This design comes from an exercise in tuning for small area, a short achievable clock period and few clock cycles on the open sky130 flow, not from production work.
Function not checked in this run: the RTL went through the layout flow alone.
No activity file was given, so power comes from the tool's default toggle rates.

## flow/run.sh

```bash
#!/bin/bash
# The standard layout, with the input and output ports buffered by buf_2
# cells instead of the default buffer cell.
set -euo pipefail
bash standard.sh "BUFFER_PORTS_ARGS=-buffer_cell sky130_fd_sc_hd__buf_2" finish > standard_flow.log 2>&1
```

## constraint.sdc

```tcl
create_clock -name core_clock -period 10.0 [get_ports {clk}]
set_input_delay 2.0000 -clock core_clock [delete_from_list [all_inputs] [get_ports {clk}]]
set_output_delay 2.0000 -clock core_clock [all_outputs]
set_load 0.01 [all_outputs]
```

## standard.sh

```bash
#!/bin/bash
# synth_recipe.tcl (not shown) runs the flow's synth.tcl, then flattens the netlist and writes it again
# the make line also repeats each setting of config.mk as NAME=value (left out here)
make -C /OpenROAD-flow-scripts/flow DESIGN_CONFIG=/design/flow/config.mk WORK_HOME=/design/flow/orfs CLKGATE_MAP_FILE= SYNTH_SCRIPT=/design/flow/synth_recipe.tcl "${@:-finish}"
```

## config.mk

```make
export PLATFORM = sky130hd
export DESIGN_NAME = DALU
export DESIGN_NICKNAME = DALU
export VERILOG_FILES = /design/flow/design.v
export SDC_FILE = /design/flow/constraint.sdc
export NUM_CORES = 4
export LEC_CHECK = 0
export ABC_AREA = 1
export CAP_MARGIN = 20
export CORE_MARGIN = 2
export CORE_UTILIZATION = 40
export SLEW_MARGIN = 20
```

## design.v

```verilog
module DALU(
	clk,
	rst,
	in_valid,
	instruction,
	out_valid,
	out
);
input clk, rst, in_valid;
input [18:0] instruction;
output reg out_valid;
output [15:0] out;
wire [2:0] op = instruction[18:16];
wire [3:0] f = instruction[3:0];
wire op0 = (op == 3'd0);
wire defined = op0 ? (f <= 4'd4) : (op <= 3'd4);
wire load = in_valid & defined;
wire [5:0] ti = instruction[9:4];
wire [3:0] li = instruction[3:0];
wire [5:0] si = instruction[15:10];
wire isop1 = (op == 3'd1);
wire isop2 = (op == 3'd2);
wire islog = op0 & ~f[2] & ~(f[1] & f[0]);
wire sub = op0 ? f[2] : op[2];
wire d0n = li[1];
wire d01 = li[0];
wire d02 = li[1] & ~li[0];
wire d1n = li[3] & ~(li[2] & li[1]);
wire d11 = li[2] ^ li[1];
wire d12 = (li[3] & ~li[2] & ~li[1]) | (~li[3] & li[2] & li[1]);
wire [6:0] tx = {ti[5], ti};
wire [6:0] p0 = ({7{d01}} & tx) | ({7{d02}} & {tx[5:0], 1'b0});
wire [6:0] p1 = ({7{d11}} & tx) | ({7{d12}} & {tx[5:0], 1'b0});
wire [10:0] m0 = {{4{p0[6]}}, p0} ^ {11{d0n}};
wire [8:0] m1 = {{2{p1[6]}}, p1} ^ {9{d1n}};
wire [5:0] lg = (f[1:0] == 2'd0) ? (si & ti) : (f[1:0] == 2'd1) ? (si | ti) : (si ^ ti);
wire [10:0] bo = (op0 | isop2) ? {{5{ti[5]}}, ti} : {instruction[9], instruction[9:0]};
wire [10:0] r1 = isop1 ? m0 : islog ? {{5{lg[5]}}, lg} : {{5{si[5]}}, si};
wire [10:0] r2 = isop1 ? {m1, 2'b00} : islog ? 11'd0 : (bo ^ {11{sub & ~isop2}});
wire [10:0] r3 = isop1 ? {8'd0, d1n, 1'b0, d0n} : isop2 ? {{7{li[3]}}, li} : {10'd0, sub & ~islog};
wire [10:0] sum = r1 + r2 + r3;
wire [10:0] b_in = isop2 ? {sum[10:8], sum[6], sum[5], sum[5:0]} : sum;
wire c_in = isop2 & (sum[6] ^ sum[5]);
wire [5:0] a_in = isop1 ? si : isop2 ? sum[5:0] : 6'd1;
wire [2:0] an_in, a1_in, a2_in;
genvar g;
generate for (g = 0; g < 3; g = g + 1) begin : bd
	wire y1 = a_in[2*g+1];
	wire y0 = a_in[2*g];
	wire ym = (g == 0) ? 1'b0 : a_in[2*g-1];
	assign an_in[g] = y1 & ~(y0 & ym);
	assign a1_in[g] = y0 ^ ym;
	assign a2_in[g] = (y1 & ~y0 & ~ym) | (~y1 & y0 & ym);
end endgenerate
reg [2:0] an, a1, a2;    
reg c;                   
reg [10:0] b;            
always @(posedge clk) begin
	if (rst)
		out_valid <= 1'b0;
	else
		out_valid <= in_valid;
end
always @(posedge clk) begin
	if (rst) begin
		an <= 3'd0;
		a1 <= 3'd0;
		a2 <= 3'd0;
		c <= 1'b0;
	end else if (load) begin
		an <= an_in;
		a1 <= a1_in;
		a2 <= a2_in;
		c <= c_in;
	end
end
always @(posedge clk) begin
	if (load)
		b <= b_in;
end
wire pr0_0 = ((a1[0] & b[0])) ^ an[0];
wire pr0_1 = ((a1[0] & b[1]) | (a2[0] & b[0])) ^ an[0];
wire pr0_2 = ((a1[0] & b[2]) | (a2[0] & b[1])) ^ an[0];
wire pr0_3 = ((a1[0] & b[3]) | (a2[0] & b[2])) ^ an[0];
wire pr0_4 = ((a1[0] & b[4]) | (a2[0] & b[3])) ^ an[0];
wire pr0_5 = ((a1[0] & b[5]) | (a2[0] & b[4])) ^ an[0];
wire pr0_6 = ((a1[0] & b[6]) | (a2[0] & b[5])) ^ an[0];
wire pr0_7 = ((a1[0] & b[7]) | (a2[0] & b[6])) ^ an[0];
wire pr0_8 = ((a1[0] & b[8]) | (a2[0] & b[7])) ^ an[0];
wire pr0_9 = ((a1[0] & b[9]) | (a2[0] & b[8])) ^ an[0];
wire pr0_10 = ((a1[0] & b[10]) | (a2[0] & b[9])) ^ an[0];
wire pr0_11 = ~(((a1[0] & b[10]) | (a2[0] & b[10])) ^ an[0]);
wire pr1_0 = ((a1[1] & b[0])) ^ an[1];
wire pr1_1 = ((a1[1] & b[1]) | (a2[1] & b[0])) ^ an[1];
wire pr1_2 = ((a1[1] & b[2]) | (a2[1] & b[1])) ^ an[1];
wire pr1_3 = ((a1[1] & b[3]) | (a2[1] & b[2])) ^ an[1];
wire pr1_4 = ((a1[1] & b[4]) | (a2[1] & b[3])) ^ an[1];
wire pr1_5 = ((a1[1] & b[5]) | (a2[1] & b[4])) ^ an[1];
wire pr1_6 = ((a1[1] & b[6]) | (a2[1] & b[5])) ^ an[1];
wire pr1_7 = ((a1[1] & b[7]) | (a2[1] & b[6])) ^ an[1];
wire pr1_8 = ((a1[1] & b[8]) | (a2[1] & b[7])) ^ an[1];
wire pr1_9 = ((a1[1] & b[9]) | (a2[1] & b[8])) ^ an[1];
wire pr1_10 = ~(((a1[1] & b[9]) | (a2[1] & b[9])) ^ an[1]);
wire pr2_0 = ((a1[2] & b[0])) ^ an[2];
wire pr2_1 = ((a1[2] & b[1]) | (a2[2] & b[0])) ^ an[2];
wire pr2_2 = ((a1[2] & b[2]) | (a2[2] & b[1])) ^ an[2];
wire pr2_3 = ((a1[2] & b[3]) | (a2[2] & b[2])) ^ an[2];
wire pr2_4 = ((a1[2] & b[4]) | (a2[2] & b[3])) ^ an[2];
wire pr2_5 = ((a1[2] & b[5]) | (a2[2] & b[4])) ^ an[2];
wire pr2_6 = ((a1[2] & b[6]) | (a2[2] & b[5])) ^ an[2];
wire pr2_7 = ((a1[2] & b[7]) | (a2[2] & b[6])) ^ an[2];
wire pr2_8 = ((a1[2] & b[8]) | (a2[2] & b[7])) ^ an[2];
wire pr2_9 = ((a1[2] & b[9]) | (a2[2] & b[8])) ^ an[2];
wire pr2_10 = ~(((a1[2] & b[9]) | (a2[2] & b[9])) ^ an[2]);
wire pc0 = an[2] ^ pr0_4;
wire pc1 = an[2] & pr0_4;
wire pc2 = pr0_5 ^ pr1_3;
wire pc3 = pr0_5 & pr1_3;
wire pc4 = pr0_6 ^ pr1_4;
wire pc5 = pr0_6 & pr1_4;
wire pc6 = pr0_7 ^ pr1_5;
wire pc7 = pr0_7 & pr1_5;
wire pc8 = pr0_8 ^ pr1_6;
wire pc9 = pr0_8 & pr1_6;
wire pc10 = pr0_9 ^ pr1_7;
wire pc11 = pr0_9 & pr1_7;
wire pc12 = pr0_10 ^ pr1_8;
wire pc13 = pr0_10 & pr1_8;
wire pc14 = ~(pr0_11 ^ pr1_9);
wire pc15 = pr0_11 | pr1_9;
wire pc16 = c ^ pr1_10;
wire pc17 = c & pr1_10;
wire pc18 = an[1] ^ pr0_2;
wire pc19 = an[1] & pr0_2;
wire pc20 = pr0_3 ^ pr1_1;
wire pc21 = pr0_3 & pr1_1;
wire pc22 = pr1_2 ^ pr2_0 ^ pc0;
wire pc23 = (pr1_2 & pr2_0) | (pr1_2 & pc0) | (pr2_0 & pc0);
wire pc24 = pr2_1 ^ pc1 ^ pc2;
wire pc25 = (pr2_1 & pc1) | (pr2_1 & pc2) | (pc1 & pc2);
wire pc26 = pr2_2 ^ pc3 ^ pc4;
wire pc27 = (pr2_2 & pc3) | (pr2_2 & pc4) | (pc3 & pc4);
wire pc28 = pr2_3 ^ pc5 ^ pc6;
wire pc29 = (pr2_3 & pc5) | (pr2_3 & pc6) | (pc5 & pc6);
wire pc30 = pr2_4 ^ pc7 ^ pc8;
wire pc31 = (pr2_4 & pc7) | (pr2_4 & pc8) | (pc7 & pc8);
wire pc32 = pr2_5 ^ pc9 ^ pc10;
wire pc33 = (pr2_5 & pc9) | (pr2_5 & pc10) | (pc9 & pc10);
wire pc34 = pr2_6 ^ pc11 ^ pc12;
wire pc35 = (pr2_6 & pc11) | (pr2_6 & pc12) | (pc11 & pc12);
wire pc36 = pr2_7 ^ pc13 ^ pc14;
wire pc37 = (pr2_7 & pc13) | (pr2_7 & pc14) | (pc13 & pc14);
wire pc38 = pr2_8 ^ pc15 ^ pc16;
wire pc39 = (pr2_8 & pc15) | (pr2_8 & pc16) | (pc15 & pc16);
wire pc40 = ~(pr2_9 ^ pc17);
wire pc41 = pr2_9 | pc17;
wire [15:0] prod_a = {1'b1, pr2_10, pc40, pc37, pc35, pc33, pc31, pc29, pc27, pc25, pc23, pc21, pc19, pr1_0, pr0_1, an[0]};
wire [15:0] prod_b = {1'b0, pc41, pc39, pc38, pc36, pc34, pc32, pc30, pc28, pc26, pc24, pc22, pc20, pc18, 1'b0, pr0_0};
assign out = prod_a + prod_b;
endmodule
```

==> impl_results.md <==
- WL met2: ~6.4 mm
- Hold Path Depth: 2
- Slowest cell on the critical path: fa_1
- Met3 wire length: around 430 um
- DRC viols: 0
- Req. time, crit path: about 8000 ps
- Initial Utilization: roughly two fifths
- First-pass GRT wire length: roughly 20 mm
- Final-report max-slew violation count: 0
- Leakage power: between 2 and 3 nW
- Highest routed layer: met4
- Area delta synth->final: 8.21%
- Relative slew slack: roughly 50%
- Final Hold Fails: 0
- Routed wire length: approximately 12 mm
- Max clock buf depth: 2
- Pre-CTS setup slack: ~4600 ps
- Slowest stage delay, CP: ~470 ps
- CP Cell Sequence: clkinv_1 > o22ai_1 > xor2_1 > ha_1 > inv_1 > fa_1 > inv_1 > ha_1 > nand2_1 > nand2_1 > a31oi_1 > nor2_1 > nor3_1 > nand2_1 > nand2_1 > nand2_1 > buf_2
- Number of global-route vias before repair: 4178
- Die height: 109 um
- Initial antenna violation count: 0
- Die area: between 0.01 and 0.015 mm^2
- Reg-to-reg endpoint: an[1]
- Final Util: roughly 44%
- Total placed instance area: around 0.0047 mm^2
- VDD IR-drop max: ~0.00010 V
- Routed vias: 4329
- Startpoint types: register
- Final nets: 770
- DP Wirelength: about 10 mm
- Crit Path Category: reg -> out
- Syn avg cell area: around 6.8 um^2
- RSZ-0062 raised after global routing: false
- Worst Setup End Kind: output port
- Cell chosen for the clock root: clkbuf_8
- Path depth of the worst reg2reg path: 2
- Routed Antenna Nets: 0
- Routability cong.: 1.03
- Netlist Area Pre-Place: approximately 0.0044 mm^2
- WL/cell: between 10 and 15 um
- FF+latch count, synth: 22
- Final instance area: roughly 0.0048 mm^2
- Synthesis Warnings: 1
- CP arrival: roughly 3600 ps
- Asr flop ratio synth: 0%
- Setup Buffers After CTS: 0
- Fmax: 178 MHz
- IO buf count: 38
- Max-Cap Viols: 0
- Power consumption: 0.771 mW
- Beginning of the worst hold path: c
- Io pins: 39
- # diodes: 0
- CTS Sinks: 22
- Top_reg_cell synth: edfxtp_1
- Layout cells sized above 1: about a tenth
- Fin worst setup slack: roughly 4400 ps
- Cells after Synth: between 600 and 700
- Via-to-Cell Ratio: 5.31
- Syn_nets: around 740
- Seq/Total Area, Yosys: between 10 and 15%
- DRT Pass-1 Iters: 4
- Worst hold path class: reg -> reg
- Wire length on met1: about 5.1 mm
- Fin crit period: approximately 5600 ps
- Status: finished clean
- Hold Path End: c
- Clock transition at path regs: about 80 ps
- R2R setup slack: ~8800 ps
- Core ar.: between 0.01 and 0.015 mm^2
- Setup Skew: 0 ps
- Row cnt: 38
- CP most frequent cell: nand2_1
- Post-synth EDFFs: 11
- Die W: 109 um
- Largest net degree at the start of global routing: 22
- Total GRT Usage: 21.2%
- Setup TNS Final: 0 ps
- CTS Buf Count: 3
- Most common cell after layout, fill and taps aside: nand2_1
- Total grt overflow: 0
- Post-CTS Hold Buffers: 0
- Final Setup Violations: 0
- H-tree levels: 1
- Final period utilization: 56.0%
- Clock latency at the later pin of the worst-skew pair: roughly 260 ps
- Synth cell types: 48
- Post-route insts no fill: 816
- Crit Path Max Fanout: 10
- Iter 0 DRT Violations: between 300 and 400
- Post-Place Cells: 812
- Pwr dens: 161 mW/mm^2
- Worst flop-to-flop path startpoint: an[1]
- CTS tree: built
- Post-CTS sizing: 0
- Slew @ Worst Pin: approximately 750 ps
- Hold slack: approximately 490 ps
- Commonest non-fill, non-tap cells in the layout: nand2_1 (134), inv_1 (102), ha_1 (51)
-- layout make-up --
cell class / instances / area, um^2
tap: 140 / 175
sequential: 22 / 551
multi-input combinational: 493 / 3350
timing repair buffer: 38 / 190
inverter: 119 / 449
clock buffer: 3 / 41.3
fill: 1147 / 6010
clock inverter: 1 / 30.0
-- cell families after synthesis --
kind of cell | after synthesis | share of synthesized area (%)
flip-flops | 22 | 12.5
adder cells (fa/ha/maj) | 71 | 23.5
buffers and inverters | 133 | 11.8
AND/OR/NAND/NOR | 219 | 20.9
AO/OA/AOI/OAI | 150 | 20.7
XOR/XNOR | 53 | 10.7
-- routing by layer --
layer,track usage (%),vias up
li1,-,2202
met1,24.5,1997
met2,41.2,111
met3,1.49,19
met4,6.59,0
met5,0,-
-- how the worst max path moves through the flow --
| stage | start | end | slack, ps |
|---|---|---|---|
| floorplan | an[0] | out[12] | 5160 |
| global placement | instruction[16] | b[6] | 4610 |
| detailed placement | instruction[18] | a1[2] | 4620 |
| CTS | a1[1] | out[14] | 4450 |
| global route | a1[1] | out[13] | 4040 |
| finish | a1[1] | out[13] | 4400 |
-- critical path, delay by kind of cell (launching register included) --
| family | cells | cell delay [ps] |
|---|---|---|
| flops | 1 | 400 |
| fa+ha+maj | 3 | 1110 |
| buf+inv | 4 | 500 |
| compound gates | 2 | 560 |
| xor+xnor | 1 | 90 |
| simple gates | 7 | 680 |
-- Yosys cell counts, types with 2 or more instances --
library cell  instances  area (um^2)
a31oi_1               4         25.0
a21oi_1              34          170
o21ai_0              35          175
dfxtp_1              11          220
clkinv_1              6         22.5
o211ai_1              2         15.0
edfxtp_1             11          330
o22ai_1              33          206
nand3_1              25          125
fa_1                 20          400
nor3_1                7         35.0
nand4_1               5         31.3
xor2_1               45          394
a21oi_2               2         17.5
buf_2                 8         40.0
a221oi_1              2         17.5
o21bai_1              3         22.5
buf_4                 3         22.5
nand3b_1              2         15.0
a22oi_1               2         15.0
o221ai_1              3         26.3
inv_2                10         37.5
inv_1               102          383
a211oi_1              2         15.0
nand2_1             134          503
ha_1                 51          638
o21ai_1              18         90.1
xnor2_1               7         61.3
a221oi_2              2         30.0
clkbuf_1              3         11.3
nor2_1               38          143
nand3_2               2         20.0
-- where the power goes --
| part | switching [mW] | internal (mW) | leakage, nW |
|---|---|---|---|
| clock | 0.0284 | 0.0535 | 0.0357 |
| combinational | 0.350 | 0.212 | 2.34 |
| sequential | 0.0107 | 0.117 | 0.194 |
-- sequential cells by signal, summed over array words and instances (netlist names) --
signal	flops
c	1
a2	3
a1	3
b	11
out_valid	1
an	3

[what the ideal ports hide]
No port has a modelled driver above. Below, the same layout with a new extraction and two added sets of constraints. Step 1 sets driving cells, clkbuf_16 on the clock port and buf_2 on the other inputs (assumed; they add their load-dependent delay and slew). Step 2 adds t to the input delays and takes it off the output delays; t is the mean of the earliest and latest rising clock arrival at the registers after step 1. Input paths then give back, and output paths get back, about the clock's delay inside the block. Slacks: ideal / step 1 / step 2; pairs: ideal / step 1.
t (ns): 0.293
setup slack, ns: 4.396 / 4.365 / 4.619
hold WS [ns]: 0.486 / 0.486 / 0.486
latest minus earliest clock arrival (ns): 0.003 / 0.002
worst slew at a driven data input, ns: 0.03
After both steps setup and hold are still met in this run. For this run, drivers alone change the setup slack by -0.031 ns; drivers and shift together by +0.223 ns.
